From an optimization exercise on the open Yosys and OpenROAD flow, aimed at small area and a short achievable clock period; shortcuts taken in it are not production practice.
Only simulation tests tie the RTL to the original design; equivalence was not proved.

violet:
==> flow/design.v (excerpt) <==
module ALU (
    input             clk,
    input             rst,
    input             i_vld,
    input      [31:0] i_a,
    input      [31:0] i_b,
    input             opcode,
    output reg [31:0] o_res,
    output reg        o_res_vld,
    output reg        overflow
);
Size: about 4,100 cells after synthesis, roughly 430 flip-flops, ~33,000 sq um of cells after synthesis.
Settings: LEC_CHECK=0, ABC_AREA=1, CAP_MARGIN=20, CORE_MARGIN=2, CORE_UTILIZATION=40, CTS_BUF_LIST=sky130_fd_sc_hd__clkbuf_4 sky130_fd_sc_hd__clkbuf_8, PLACE_DENSITY=0.6, SETUP_SLACK_MARGIN=5, SLEW_MARGIN=20; clock period 9.0 ns.
run.sh (not shown) runs the stock make flow with config.mk's settings and CLKGATE_MAP_FILE= SYNTH_SCRIPT=/design/flow/synth_recipe.tcl, a recipe that flattens the netlist after the stock synthesis.
violet closes out successfully: all stages finished, all timing, DRC and antenna checks passed.
Setup changes, violet to pepper
Settings: changing PLACE_DENSITY from 0.6 to 0.7; removing CTS_BUF_LIST (formerly sky130_fd_sc_hd__clkbuf_4 sky130_fd_sc_hd__clkbuf_8); changing CORE_UTILIZATION from 40 to 55.
### Flow results
pepper | status: complete | timing, DRC, antenna: pass. When the final numbers for pepper and violet were put side by side, the wire length after detailed routing turned out to be smaller in pepper. On starting density of the core, the higher figure sits with pepper, not violet. In the reports for pepper and violet, the smaller routed length per placed instance belongs to pepper. Detailed route, pepper vs violet: via total lower for pepper. Design area: pepper < violet.
Input changes introduced in raven (baseline for comparison: pepper):
Settings: a change of CORE_UTILIZATION from 55 to 40; a change of PLACE_DENSITY from 0.7 to 0.6; a deleted ABC_AREA that had been 1.
## What came out
- Lower pin count of the biggest net entering global routing among pepper and raven: raven
- raven: shortest clock period the worst path allows after layout 520 ps above pepper
- The run with more routed wire is raven, not pepper.
- raven -> pepper: DRC violation count after routing delta 0, exact match
- raven vs pepper: area overhead of the layout relative to synthesis up
- raven vs. pepper: proportion of layout cells with a drive suffix above 1 rose by 6.0 points, clock-buffer cell count higher, synthesized cell count went up by 501, required time reported for the critical path endpoint grew by 50 ps.
Relative to raven, the following input files were edited for fjord:
Settings: SETUP_SLACK_MARGIN removed (was 5).
==> summary.txt <==
raven has higher count of non-filler cells in the finished layout than fjord.
fjord: clock skew higher than raven
When fjord is set beside raven, its worst reg-to-reg path cell count turns out to be 2 smaller.
Area: fjord vs raven -> fjord smaller
Final routed wirelength across all metal layers (fjord over raven): decrease, 3.4%
The core of fjord is less densely filled than that of raven.
Looking only at slew at the pin with the worst max-slew slack, and setting everything else aside, the lower value of fjord and raven goes to raven.
From raven to fjord the numbers moved as follows: count of buffers not belonging to the clock network in the layout down 106; detailed-routed wire length on met3 down 590 microns.

Another version of the RTL of ALU (not shown whole).
Size in the first run: roughly 4,000 cells after synthesis, ~380 flip-flops, about 100 I/O pins.
==> flow/config.mk <==
export PLATFORM = sky130hd
export DESIGN_NAME = ALU
export DESIGN_NICKNAME = ALU
export VERILOG_FILES = /design/flow/design.v
export SDC_FILE = /design/flow/constraint.sdc
export NUM_CORES = 4
export LEC_CHECK = 0
export ABC_AREA = 1
export CAP_MARGIN = 20
export CORE_MARGIN = 2
export CORE_UTILIZATION = 40
export CTS_CLUSTER_DIAMETER = 100
export CTS_CLUSTER_SIZE = 30
export PLACE_DENSITY = 0.6
export SETUP_SLACK_MARGIN = 5
export SLEW_MARGIN = 20
==> flow/constraint.sdc <==
create_clock -name core_clock -period 9.0 [get_ports {clk}]
set_input_delay 1.8000 -clock core_clock [delete_from_list [all_inputs] [get_ports {clk}]]
set_output_delay 1.8000 -clock core_clock [all_outputs]
set_load 0.01 [all_outputs]
Next try:
Settings changed: CTS_CLUSTER_DIAMETER 100 to not set, CTS_CLUSTER_SIZE 30 to not set.
Effect: The new run produced a clean layout. Global-route usage came out higher by 0.39 points. Routed wire length came out higher slightly. Utilization came out higher by 0.99 points. Synthesized cell count is unchanged. Register-to-register slack got worse by 0.03 ns.

Setup of indigo:
Another version of the RTL of ALU (not shown whole).
Size in the first run: roughly 4400 cells after synthesis, ~600 flip-flops, roughly 100 I/O pins, ~37000 um^2 of cells after synthesis.
Settings: LEC_CHECK=0, ABC_AREA=1, CAP_MARGIN=20, CORE_MARGIN=2, CORE_UTILIZATION=40, CTS_CLUSTER_DIAMETER=100, CTS_CLUSTER_SIZE=30, PLACE_DENSITY=0.6, SLEW_MARGIN=20; clock period 9.0 ns.
standard.sh (not shown) runs the stock make flow with config.mk's settings and CLKGATE_MAP_FILE= SYNTH_SCRIPT=/design/flow/synth_recipe.tcl, a recipe that flattens the netlist after the stock synthesis.
==> flow/flow/run.sh <==
#!/bin/bash
# Standard ORFS layout, with timing repair aiming for a shorter period than
# the clock constraint: repair_timing's setup margin is raised so that the
# resizer keeps working on paths that already meet the 9 ns clock.
set -euo pipefail
MARGIN=$(cat flow/margin.txt)
bash standard.sh synth > synth.log 2>&1
bash standard.sh SETUP_SLACK_MARGIN=$MARGIN finish > layout.log 2>&1
==> flow/flow/margin.txt <==
5.8
#### Input delta (quartz over indigo)
==> flow/flow/margin.txt <==
6.1
Notes after the runs:
- Setup slack in quartz is 0.23 ns higher than in indigo
- Sort quartz and indigo by global placement routability congestion, descending, and indigo comes first.
- The final worst hold slack of quartz exceeds that of indigo by 0.0068 ns.
- Wire length of the first global-routing pass: quartz higher than indigo
- Routed wire length on met3 essentially unchanged between indigo and quartz.
- When quartz is measured against indigo, its clock period minus worst slack turns out 0.23 ns lower.
- As of quartz, maximum frequency had risen by a little under 10% compared to indigo.
- quartz vs indigo, instance count: quartz higher
- Summary: post-route cell area, quartz worse than indigo
> inputs changed (quartz -> lagoon)
- setting SETUP_SLACK_MARGIN to 5 for the first time
==> flow/run.sh (new file) <==
#!/bin/bash
# synth_recipe.tcl (not shown) runs the flow's synth.tcl, then flattens the netlist and writes it again
# the make line also repeats each setting of config.mk as NAME=value (left out here)
make -C /OpenROAD-flow-scripts/flow DESIGN_CONFIG=/design/flow/config.mk WORK_HOME=/design/flow/orfs CLKGATE_MAP_FILE= SYNTH_SCRIPT=/design/flow/synth_recipe.tcl finish
removed: flow/flow/run.sh
removed: flow/flow/margin.txt
removed: flow/standard.sh
- Cell area in lagoon is about 1.1% below quartz.
- Hold slack, quartz and lagoon: lower on lagoon
- For clock-cell share of area, lagoon and quartz come out practically identical.
- Between quartz and lagoon, the flow reports pin count of the biggest net entering global routing increasing by a few percent.
- Total via count after detailed routing, quartz and lagoon: lower on lagoon
- Compared with quartz, in lagoon maximum frequency decreased by 13% relative to the old numbers, sequential share of layout area climbed 0.27 points, detail-routed via count per cell essentially unchanged, I/O pin count barely changed.
[inputs] nickel vs lagoon
- SETUP_SLACK_MARGIN: 5 -> unset
==> flow/flow/run.sh (new file) <==
#!/bin/bash
# Standard ORFS layout, with timing repair aiming for a shorter period than
# the clock constraint: repair_timing's setup margin is raised so that the
# resizer keeps working on paths that already meet the 9 ns clock.
set -euo pipefail
MARGIN=$(cat flow/margin.txt)
bash standard.sh synth > synth.log 2>&1
bash standard.sh SETUP_SLACK_MARGIN=$MARGIN finish > layout.log 2>&1
==> flow/flow/margin.txt (new file) <==
6.2
==> flow/standard.sh (new file) <==
#!/bin/bash
# synth_recipe.tcl (not shown) runs the flow's synth.tcl, then flattens the netlist and writes it again
# the make line also repeats each setting of config.mk as NAME=value (left out here)
make -C /OpenROAD-flow-scripts/flow DESIGN_CONFIG=/design/flow/config.mk WORK_HOME=/design/flow/orfs CLKGATE_MAP_FILE= SYNTH_SCRIPT=/design/flow/synth_recipe.tcl "${@:-finish}"
removed: flow/run.sh
--- outcome ---
- nickel vs. lagoon: summed negative setup slack over all endpoints neither gained nor lost much, number of nets in the finished design saw an increase.
- lagoon reports its critical path launch point as o_res[3]$_SDFF_PP0_ while nickel reports o_res_vld$_DFF_PP0_.

JK:
ALU, a different RTL version from the one above (not shown whole).
Size in the first run: roughly 4400 cells after synthesis, about 550 flip-flops, ~100 I/O pins, about 36000 um^2 of cells after synthesis.
clock: 9.0 ns
lec_check: 0
abc_area: 1
cap_margin: 20
core_margin: 2
core_utilization: 40
cts_cluster_diameter: 90
cts_cluster_size: 26
place_density: 0.6
slew_margin: 20
==> flow/flow/run.sh <==
#!/bin/bash
# Standard ORFS layout, with timing repair aiming for a shorter period than
# the clock constraint: repair_timing's setup margin is raised so that the
# resizer keeps working on paths that already meet the 9 ns clock.
set -euo pipefail
MARGIN=$(cat flow/margin.txt)
bash standard.sh synth > synth.log 2>&1
bash standard.sh SETUP_SLACK_MARGIN=$MARGIN finish > layout.log 2>&1
==> flow/flow/margin.txt <==
6.1
Edits applied to the flow inputs when going from JK to MS:
Settings: CTS_CLUSTER_SIZE now 20, was 26; CTS_CLUSTER_DIAMETER now 60, was 90.
Lower maximum cell stage delay along the critical path was reported by MS, not JK. Final instance area, JK and MS: higher on MS. MS ends up with a sequential share of layout area that is 0.65 points lower than in JK. The number of antenna violations at the first check in global routing of MS falls short of that of JK by 1. On worst setup slack, MS does worse than JK.

## oak
ALU with an RTL version that a note above also has.
Size in the first run: about 4100 cells after synthesis, ~100 I/O pins, about 0.033 mm² of cells after synthesis.
Settings: LEC_CHECK=0, ABC_AREA=1, CAP_MARGIN=20, CORE_MARGIN=2, CORE_UTILIZATION=55, PLACE_DENSITY=0.7, SLEW_MARGIN=20; clock period 9.0 ns.
==> flow/flow/margin.txt <==
5.6
Scripts as last shown in full above: flow/flow/run.sh
oak has completed all stages; timing, DRC and antenna checks passed.
The inputs of pine differ from those of oak as listed below.
- putting SETUP_SLACK_MARGIN at 5 where nothing was set
- swapping 0.7 for 0.6 in PLACE_DENSITY
- swapping 55 for 40 in CORE_UTILIZATION
==> flow/run.sh (new file) <==
#!/bin/bash
# synth_recipe.tcl (not shown) runs the flow's synth.tcl, then flattens the netlist and writes it again
# the make line also repeats each setting of config.mk as NAME=value (left out here)
make -C /OpenROAD-flow-scripts/flow DESIGN_CONFIG=/design/flow/config.mk WORK_HOME=/design/flow/orfs CLKGATE_MAP_FILE= SYNTH_SCRIPT=/design/flow/synth_recipe.tcl finish
removed: flow/flow/run.sh
removed: flow/flow/margin.txt
removed: flow/standard.sh
### Flow results
pine closes out successfully: all stages finished, all timing, DRC and antenna checks passed.
Changes observed in pine relative to oak: site row count saw an increase; total stage count of the critical path shrank by 5; clock skew went down by 0.0093 ns; fraction of area in registers now sits higher; final period utilization moved up.
pine against oak: non-clock buffer count shrank by 100, via count shrank by 4.1%, initial antenna violation count grew by 1.
In pine relative to oak, number of global-route vias before repair had gone down by a few percent.

[port drivers added, routing unchanged]
Ports are ideal in the flow. The routed layouts listed here were re-timed in OpenROAD.
Step 1, drivers: a clkbuf_16 drives clk and a buf_2 each remaining input, both assumed.
Step 2 times the ports against the registers' clock, not the clock port: input delays grow and output delays shrink by t, the midpoint of the rising clock arrivals with the driver on.
a / b / c = ideal / step 1 / step 2; a / b = the first two.
run | shift t [ns] | slack for setup (ns) | worst hold slack (ns) | slew at the worst register clock pin (ns)
violet | 0.760 | 4.946 / 4.946 / 4.946 | 0.325 / 0.325 / 0.325 | 0.07 / 0.07
pepper | 0.659 | 4.922 / 4.922 / 4.922 | 0.315 / 0.315 / 0.315 | 0.07 / 0.07
raven | 0.677 | 4.406 / 4.406 / 4.406 | 0.326 / 0.326 / 0.326 | 0.07 / 0.07
fjord | 0.682 | 3.309 / 3.309 / 3.309 | 0.325 / 0.325 / 0.325 | 0.08 / 0.08
the first run of note 2 | 0.646 | 5.084 / 5.084 / 5.084 | 0.338 / 0.338 / 0.338 | 0.12 / 0.12
the second run of note 2 | 0.663 | 5.053 / 5.053 / 5.053 | 0.321 / 0.321 / 0.321 | 0.07 / 0.07
indigo | 0.705 | 5.846 / 5.846 / 5.212 | 0.329 / 0.329 / 0.329 | 0.12 / 0.12
quartz | 0.705 | 6.080 / 6.022 / 5.485 | 0.336 / 0.336 / 0.336 | 0.12 / 0.12
lagoon | 0.702 | 5.641 / 5.567 / 5.068 | 0.329 / 0.329 / 0.329 | 0.12 / 0.12
nickel | 0.716 | 6.063 / 5.991 / 5.530 | 0.328 / 0.328 / 0.328 | 0.12 / 0.12
JK | 0.656 | 6.103 / 6.063 / 5.487 | 0.329 / 0.329 / 0.329 | 0.11 / 0.11
MS | 0.704 | 6.091 / 6.026 / 5.481 | 0.329 / 0.329 / 0.329 | 0.08 / 0.08
oak | 0.659 | 5.025 / 5.025 / 5.025 | 0.316 / 0.316 / 0.316 | 0.07 / 0.07
pine | 0.688 | 4.974 / 4.974 / 4.974 | 0.325 / 0.325 / 0.325 | 0.07 / 0.07
After both steps every run listed still meets setup and hold. For indigo, which loses most, drivers alone change the setup slack by 0.000 ns; drivers and shift together by -0.634 ns.
